This design comes from an exercise in tuning for small area and a short achievable clock period on the open sky130 flow, not from production work. RTL that was checked went through simulation tests only; none was proved equivalent to the original.

// matrix_multi
module matrix_multi(input clk,
input wire rst,                  
input wire in_valid,             
input wire[127:0] buff_x,
output wire out_valid,           
output wire[95:0] buff_y);
Size in the first run: ~15,000 cells after synthesis, ~2,100 flip-flops, about 0.11 mm^2 of cells after synthesis.
==> flow/config.mk <==
export PLATFORM = sky130hd
export DESIGN_NAME = matrix_multi
export DESIGN_NICKNAME = matrix_multi
export VERILOG_FILES = /design/flow/design.v
export SDC_FILE = /design/flow/constraint.sdc
export NUM_CORES = 8
export LEC_CHECK = 0
export ABC_AREA = 1
export CAP_MARGIN = 20
export CORE_MARGIN = 2
export CORE_UTILIZATION = 40
export SLEW_MARGIN = 20
==> flow/constraint.sdc <==
create_clock -name core_clock -period 13.0 [get_ports {clk}]
set_input_delay 2.6000 -clock core_clock [delete_from_list [all_inputs] [get_ports {clk}]]
set_output_delay 2.6000 -clock core_clock [all_outputs]
set_load 0.01 [all_outputs]
run.sh (not shown) runs the stock make flow with config.mk's settings and CLKGATE_MAP_FILE= SYNTH_SCRIPT=/design/flow/synth_recipe.tcl, a recipe that flattens the netlist after the stock synthesis.
The first run went through all stages and came out clean.
==> next run, changes <==
==> flow/flow/run.sh (new file) <==
#!/bin/bash
# Own layout flow: the standard ORFS layout (standard.sh), with port
# buffers of a stronger drive and timing repair aimed below the clock period.
set -euo pipefail
export BUFFER_PORTS_ARGS="-buffer_cell sky130_fd_sc_hd__buf_4"
export SETUP_SLACK_MARGIN=9.2
bash standard.sh > standard.log 2>&1
==> flow/standard.sh (new file) <==
#!/bin/bash
# synth_recipe.tcl (not shown) runs the flow's synth.tcl, then flattens the netlist and writes it again
# the make line also repeats each setting of config.mk as NAME=value (left out here)
make -C /OpenROAD-flow-scripts/flow DESIGN_CONFIG=/design/flow/config.mk WORK_HOME=/design/flow/orfs CLKGATE_MAP_FILE= SYNTH_SCRIPT=/design/flow/synth_recipe.tcl "${@:-finish}"
removed: flow/run.sh
Non-clock buffer count does not change.
Setup slack gets better by 0.42 ns.
Fmax is higher by 11%.
Design area barely changes.
Hold slack loses 0.028 ns.
Wire length fell by 0.94%.
Via count barely changes.


Another version of the RTL of matrix_multi (not shown whole).
For scale: roughly 1600 flip-flops, roughly 92000 sq um of cells after synthesis.
export LEC_CHECK = 0
export ABC_AREA = 1
export CAP_MARGIN = 20
export CORE_MARGIN = 2
export CORE_UTILIZATION = 55
export CTS_CLUSTER_DIAMETER = 100
export CTS_CLUSTER_SIZE = 24
export SLEW_MARGIN = 20
create_clock -name core_clock -period 13.0 [get_ports {clk}]
standard.sh (not shown) runs the stock make flow with config.mk's settings and CLKGATE_MAP_FILE= SYNTH_SCRIPT=/design/flow/synth_recipe.tcl, a recipe that flattens the netlist after the stock synthesis.
==> flow/flow/run.sh <==
#!/bin/bash
# Own layout flow: the standard ORFS layout (standard.sh) with
#  - ABC mapping aimed at a 2.5 ns logic delay (flow/abc_area.script in a
#    copy of the ORFS scripts) instead of minimum delay everywhere,
#  - port buffers of a stronger drive,
#  - timing repair aimed below the clock period.
set -euo pipefail
cp -r "$FLOW_HOME/scripts" scripts
cp flow/abc_area.script scripts/abc_area.script
export SCRIPTS_DIR="$PWD/scripts"
export BUFFER_PORTS_ARGS="-buffer_cell sky130_fd_sc_hd__buf_4"
export SETUP_SLACK_MARGIN=9.2
bash standard.sh > standard.log 2>&1
==> flow/flow/abc_area.script <==
strash
dch
map -D 2200
topo
stime -c
buffer -c
upsize -D 2200
dnsize -D 2200
==> next run, changes <==
==> flow/flow/abc_area.script (replaced) <==
strash
dch
map -D 2500
topo
stime -c
buffer -c
upsize -D 2500
dnsize -D 2500
What happened:
- wire length barely changes
- area after synthesis went down by 0.66%
- die area is lower by 0.66%
- utilization went up by 0.40 points
No functional check of the RTL was part of any run of this note.


matrix_multi, a different RTL version from the one above (not shown whole).
Size in the first run: ~230 I/O pins.
export LEC_CHECK = 0
export ABC_AREA = 1
export CAP_MARGIN = 20
export CORE_MARGIN = 2
export CORE_UTILIZATION = 70
export CTS_CLUSTER_DIAMETER = 100
export CTS_CLUSTER_SIZE = 24
export SLEW_MARGIN = 20
create_clock -name core_clock -period 13.0 [get_ports {clk}]
==> flow/flow/run.sh <==
#!/bin/bash
# Own layout flow: the standard ORFS layout (standard.sh), with port
# buffers of a stronger drive and timing repair aimed below the clock period.
set -euo pipefail
export BUFFER_PORTS_ARGS="-buffer_cell sky130_fd_sc_hd__buf_4"
export SETUP_SLACK_MARGIN=9.2
bash standard.sh > standard.log 2>&1
The starting point finished clean.
Edit:
==> flow/flow/run.sh (replaced) <==
#!/bin/bash
# Own layout flow: the standard ORFS layout (standard.sh), with
#  - port buffers: buf_2 on inputs, buf_4 on outputs (a copy of the ORFS
#    scripts with that one change to global_place.tcl),
#  - timing repair aimed below the clock period.
set -euo pipefail
cp -r "$FLOW_HOME/scripts" scripts
sed -i 's/^\(\s*\)buffer_ports {\*}\[env_var_or_empty BUFFER_PORTS_ARGS\]/\1buffer_ports -inputs -buffer_cell sky130_fd_sc_hd__buf_2\n\1buffer_ports -outputs -buffer_cell sky130_fd_sc_hd__buf_4/' scripts/global_place.tcl
grep -n "buffer_ports" scripts/global_place.tcl > buffer_ports.log
export SCRIPTS_DIR="$PWD/scripts"
export SETUP_SLACK_MARGIN=9.2
bash standard.sh > standard.log 2>&1
Effect:
- sequential share of layout area is about the same
- count of clock-buffer cells in the layout does not change
- synthesized area is unchanged
- setup slack gets worse by 4.0 ps
- clock skew drops by 4.8 ps
- register-to-register slack stays flat
- first-iteration DRC count goes up by a few percent
- via count went up slightly
Edit:
- ABC_AREA: 1 -> 0
What happened:
- maximum frequency shrinks by about a fifth
- setup slack is worse by 1000 ps
- die area goes up slightly
- global-route usage goes up by 0.55 points
- final cell count decreases by about a fifth
- first-iteration DRC count went down by roughly a tenth
- non-clock buffer count went up by 302


matrix_multi, a different RTL version from the one above (not shown whole).
For scale: about 14000 cells after synthesis, roughly 1500 flip-flops, ~230 I/O pins.
Settings: LEC_CHECK=0, ABC_AREA=1, CAP_MARGIN=20, CORE_MARGIN=2, CORE_UTILIZATION=55, CTS_CLUSTER_DIAMETER=100, CTS_CLUSTER_SIZE=24, SLEW_MARGIN=20; clock period 13.0 ns.
==> flow/flow/run.sh <==
#!/bin/bash
# Own layout flow: the standard ORFS layout (standard.sh), with port
# buffers of a stronger drive and timing repair aimed below the clock period.
set -euo pipefail
export BUFFER_PORTS_ARGS="-buffer_cell sky130_fd_sc_hd__buf_4"
export SETUP_SLACK_MARGIN=9.2
bash standard.sh > standard.log 2>&1
The baseline passed the timing, design-rule and antenna checks.
Next try:
--- a/flow/config.mk
+++ b/flow/config.mk
@@ -12,3 +12,3 @@
 export CTS_CLUSTER_DIAMETER = 100
-export CTS_CLUSTER_SIZE = 24
+export CTS_CLUSTER_SIZE = 30
 export SLEW_MARGIN = 20
What happened: The changed run finished with timing, DRC and antenna clean. Die area is unchanged. Non-clock buffer count fell by 14. Wire length fell slightly. Synthesized area is unchanged. Count of clock-buffer cells in the layout fell by 15. Flip-flop and latch count does not change. Critical path depth stays the same. Worst setup slack got worse by 0.0053 ns.


matrix_multi, a different RTL version from the one above (not shown whole).
For scale: about 12000 cells after synthesis, roughly 1600 flip-flops, ~230 I/O pins.
export LEC_CHECK = 0
export ABC_AREA = 1
export CAP_MARGIN = 20
export CORE_MARGIN = 2
export CORE_UTILIZATION = 70
export CTS_CLUSTER_DIAMETER = 100
export CTS_CLUSTER_SIZE = 24
export SLEW_MARGIN = 20
create_clock -name core_clock -period 13.0 [get_ports {clk}]
==> flow/flow/run.sh <==
#!/bin/bash
# Own layout flow: the standard ORFS layout (standard.sh) on a copy of
# the ORFS scripts with two changes:
#  - ABC maps for area under a delay target (flow/abc_area.script) instead
#    of for the least delay everywhere,
#  - port buffers: buf_2 on inputs, buf_4 on outputs;
# and timing repair aimed below the clock period.
set -euo pipefail
cp -r "$FLOW_HOME/scripts" scripts
cp flow/abc_area.script scripts/abc_area.script
sed -i 's/^\(\s*\)buffer_ports {\*}\[env_var_or_empty BUFFER_PORTS_ARGS\]/\1buffer_ports -inputs -buffer_cell sky130_fd_sc_hd__buf_2\n\1buffer_ports -outputs -buffer_cell sky130_fd_sc_hd__buf_4/' scripts/global_place.tcl
grep -n "buffer_ports" scripts/global_place.tcl > buffer_ports.log
export SCRIPTS_DIR="$PWD/scripts"
export SETUP_SLACK_MARGIN=9.2
bash standard.sh > standard.log 2>&1
==> flow/flow/abc_area.script <==
strash
dch
map -D 2000
topo
stime -c
buffer -c
upsize -D 2000
dnsize -D 2000
The first run completed with no timing, DRC or antenna violations.
Rerun with:
==> flow/flow/run.sh (replaced) <==
#!/bin/bash
# Own layout flow: the standard ORFS layout (standard.sh), with
#  - port buffers: buf_2 on inputs, buf_4 on outputs (a copy of the ORFS
#    scripts with that one change to global_place.tcl),
#  - timing repair aimed below the clock period.
set -euo pipefail
cp -r "$FLOW_HOME/scripts" scripts
sed -i 's/^\(\s*\)buffer_ports {\*}\[env_var_or_empty BUFFER_PORTS_ARGS\]/\1buffer_ports -inputs -buffer_cell sky130_fd_sc_hd__buf_2\n\1buffer_ports -outputs -buffer_cell sky130_fd_sc_hd__buf_4/' scripts/global_place.tcl
grep -n "buffer_ports" scripts/global_place.tcl > buffer_ports.log
export SCRIPTS_DIR="$PWD/scripts"
export SETUP_SLACK_MARGIN=9.2
bash standard.sh > standard.log 2>&1
removed: flow/flow/abc_area.script
Utilization is lower by 2.8 points.
Wire length hardly moves.
Area after synthesis came out higher by a few percent.
No run of this note included a check of the RTL's function; only the layout flow was run.


wip/xenon:
matrix_multi, a different RTL version from the one above (not shown whole).
Size: ~13000 cells after synthesis, about 1600 flip-flops, about 230 I/O pins, roughly 92000 um^2 of cells after synthesis.
// matrix_multi
module matrix_multi(input clk,
input wire rst,                  
input wire in_valid,             
input wire[127:0] buff_x,
output wire out_valid,           
output wire[95:0] buff_y);
localparam MR = 1;
localparam A1 = 0, B1 = 1, C1 = 1, D1 = 1;
localparam A2 = 1, B2 = 0, C2 = 1, D2 = 1;
localparam XR = 1;
localparam LAT = XR + MR + A1 + B1 + C1 + D1 + A2 + B2 + C2 + D2;
wire [127:0] xr;
pipe #(.W(128), .EN(XR)) px(clk, buff_x, xr);
wire [2:0] g00, g01, g02, g03, g10, g11, g13, g21, g22, g23;
wire [2:0] f00, f01, f02, f03, f10, f11, f13, f21, f22, f23;
fmflag #(32'h3f000000) fg00(buff_x[127:96], g00);
fmflag #(32'hbfc00000) fg01(buff_x[95:64],  g01);
fmflag #(32'hbf400000) fg02(buff_x[63:32],  g02);
fmflag #(32'hbf600000) fg03(buff_x[31:0],   g03);
fmflag #(32'h3f400000) fg10(buff_x[127:96], g10);
fmflag #(32'h3f000000) fg11(buff_x[95:64],  g11);
fmflag #(32'hbfa00000) fg13(buff_x[31:0],   g13);
fmflag #(32'hbe000000) fg21(buff_x[95:64],  g21);
fmflag #(32'h3fb00000) fg22(buff_x[63:32],  g22);
  ...
Settings: LEC_CHECK=0, ABC_AREA=1, CAP_MARGIN=20, CORE_MARGIN=2, CORE_UTILIZATION=70, CTS_CLUSTER_DIAMETER=100, CTS_CLUSTER_SIZE=16, SLEW_MARGIN=20; clock period 13.0 ns.
==> flow/flow/run.sh <==
#!/bin/bash
# Own layout flow: the standard ORFS layout (standard.sh), with
#  - port buffers: buf_2 on inputs, buf_4 on outputs (a copy of the ORFS
#    scripts with that one change to global_place.tcl),
#  - timing repair aimed below the clock period.
set -euo pipefail
cp -r "$FLOW_HOME/scripts" scripts
sed -i 's/^\(\s*\)buffer_ports {\*}\[env_var_or_empty BUFFER_PORTS_ARGS\]/\1buffer_ports -inputs -buffer_cell sky130_fd_sc_hd__buf_2\n\1buffer_ports -outputs -buffer_cell sky130_fd_sc_hd__buf_4/' scripts/global_place.tcl
grep -n "buffer_ports" scripts/global_place.tcl > buffer_ports.log
export SCRIPTS_DIR="$PWD/scripts"
export SETUP_SLACK_MARGIN=9.2
bash standard.sh > standard.log 2>&1
Modified inputs, wip/garnet compared to wip/xenon
- changing CTS_CLUSTER_SIZE from 16 to 24
Results
Changes observed in wip/garnet relative to wip/xenon: latest clock arrival within the worst-skew pair went down; setup slack after layout did not really move; routed wire length on met2 went down; wire length went down.
For wip/quartz, these inputs were changed with respect to wip/garnet:
-- flow/flow/run.sh --
<<< wip/garnet, line 11
export SETUP_SLACK_MARGIN=9.2
>>> wip/quartz, line 11
export SETUP_SLACK_MARGIN=9.25
- Max area added between synthesis and finish across wip/quartz and wip/garnet: wip/quartz
- Of wip/quartz and wip/garnet, wip/quartz shows the higher worst-margin pin slew, with wip/garnet below it.
- Changes observed in wip/quartz relative to wip/garnet: cell total after placement has remained practically unchanged, clock-cell share of area has remained practically unchanged.
Changes in wip/juniper relative to wip/quartz:
- an added CTS_BUF_LIST of sky130_fd_sc_hd__clkbuf_8 sky130_fd_sc_hd__clkbuf_16
-- flow/flow/run.sh --
<<< wip/quartz, line 11
export SETUP_SLACK_MARGIN=9.25
>>> wip/juniper, line 11
export SETUP_SLACK_MARGIN=9.2
--- outcome ---
- Summary — area added between synthesis and finish, wip/juniper relative to wip/quartz: lower, by 0.58 points.
- Across both runs, core utilization was lower for wip/juniper than for wip/quartz.
- wip/juniper vs wip/quartz — first-pass GRT wire length dropped slightly
Input changes introduced in wip/cedar (baseline for comparison: wip/juniper):
- CTS_BUF_LIST no longer set, was sky130_fd_sc_hd__clkbuf_8 sky130_fd_sc_hd__clkbuf_16
- CORE_UTILIZATION now 78, was 70
Findings:
Area of the die of wip/cedar falls short of that of wip/juniper by more than 10%. wip/cedar ended with less number of placed cells counting well taps than wip/juniper. Looking at wip/cedar and wip/juniper, the final worst setup slack is a wash. Wire: wip/cedar routes less than wip/juniper. Path depth of the worst reg2reg path is higher on wip/juniper. Compared with wip/juniper, wip/cedar ends up with less cell area. Compared wip/juniper against wip/cedar; wire length of the first global-routing pass within noise. Comparing wip/juniper with wip/cedar, the portion of the clock cycle consumed by the worst path in the final layout came out essentially unchanged. wip/juniper -> wip/cedar: instance area after placement decreased slightly.

==> separate check: timing with driven ports <==
The flow's constraints put no driver on any port. The routed layouts listed below were extracted and timed again, unchanged, in two steps.
Step 1 sets driving cells, clkbuf_16 on the clock port and buf_2 on the other inputs (assumed; they add their load-dependent delay and slew).
Step 2 also shifts input and output timing later by t, the mid clock arrival at the registers, as if the neighbouring blocks saw the same clock.
Three values: no drivers, after step 1, after step 2; two values: the first two.
| run | t, ns | setup slack, ns | worst setup path after step 2 | clock arrival spread, ns | worst register clock-pin slew, ns |
|---|---|---|---|---|---|
| the first run of note 1 | 0.993 | 8.575 / 8.477 / 8.819 | register to register | 0.071 / 0.070 | 0.07 / 0.07 |
| the second run of note 1 | 0.996 | 8.998 / 8.914 / 9.426 | register to register | 0.084 / 0.084 | 0.07 / 0.07 |
| the first run of note 2 | 0.826 | 8.963 / 8.963 / 8.963 | register to register | 0.043 / 0.043 | 0.11 / 0.11 |
| the second run of note 2 | 0.823 | 8.756 / 8.756 / 8.756 | register to register | 0.049 / 0.049 | 0.11 / 0.11 |
| the first run of note 3 | 0.803 | 9.206 / 9.123 / 8.795 | input to register | 0.047 / 0.047 | 0.10 / 0.10 |
| the second run of note 3 | 0.813 | 9.202 / 9.114 / 8.733 | input to register | 0.040 / 0.040 | 0.11 / 0.11 |
| the third run of note 3 | 0.835 | 8.177 / 8.177 / 8.177 | register to register | 0.054 / 0.054 | 0.12 / 0.12 |
| the first run of note 4 | 0.824 | 9.180 / 9.093 / 9.327 | register to register | 0.046 / 0.045 | 0.11 / 0.11 |
| the second run of note 4 | 0.822 | 9.175 / 9.087 / 9.315 | register to register | 0.050 / 0.050 | 0.13 / 0.13 |
| the first run of note 5 | 0.818 | 9.084 / 9.067 / 8.814 | input to register | 0.050 / 0.051 | 0.11 / 0.11 |
| the second run of note 5 | 0.833 | 9.179 / 9.088 / 8.686 | input to register | 0.051 / 0.051 | 0.11 / 0.11 |
| wip/xenon | 0.850 | 9.162 / 9.074 / 8.640 | input to register | 0.040 / 0.040 | 0.09 / 0.09 |
| wip/garnet | 0.809 | 9.164 / 9.080 / 8.655 | input to register | 0.043 / 0.043 | 0.10 / 0.10 |
| wip/quartz | 0.816 | 9.163 / 9.079 / 8.625 | input to register | 0.050 / 0.050 | 0.11 / 0.11 |
| wip/juniper | 0.811 | 9.165 / 9.082 / 8.650 | input to register | 0.048 / 0.047 | 0.11 / 0.11 |
| wip/cedar | 0.796 | 9.166 / 9.072 / 8.813 | input to register | 0.035 / 0.034 | 0.11 / 0.11 |
After both steps setup and hold are still met in every run listed. For wip/quartz, which loses most, drivers alone change the setup slack by -0.084 ns; drivers and shift together by -0.538 ns.
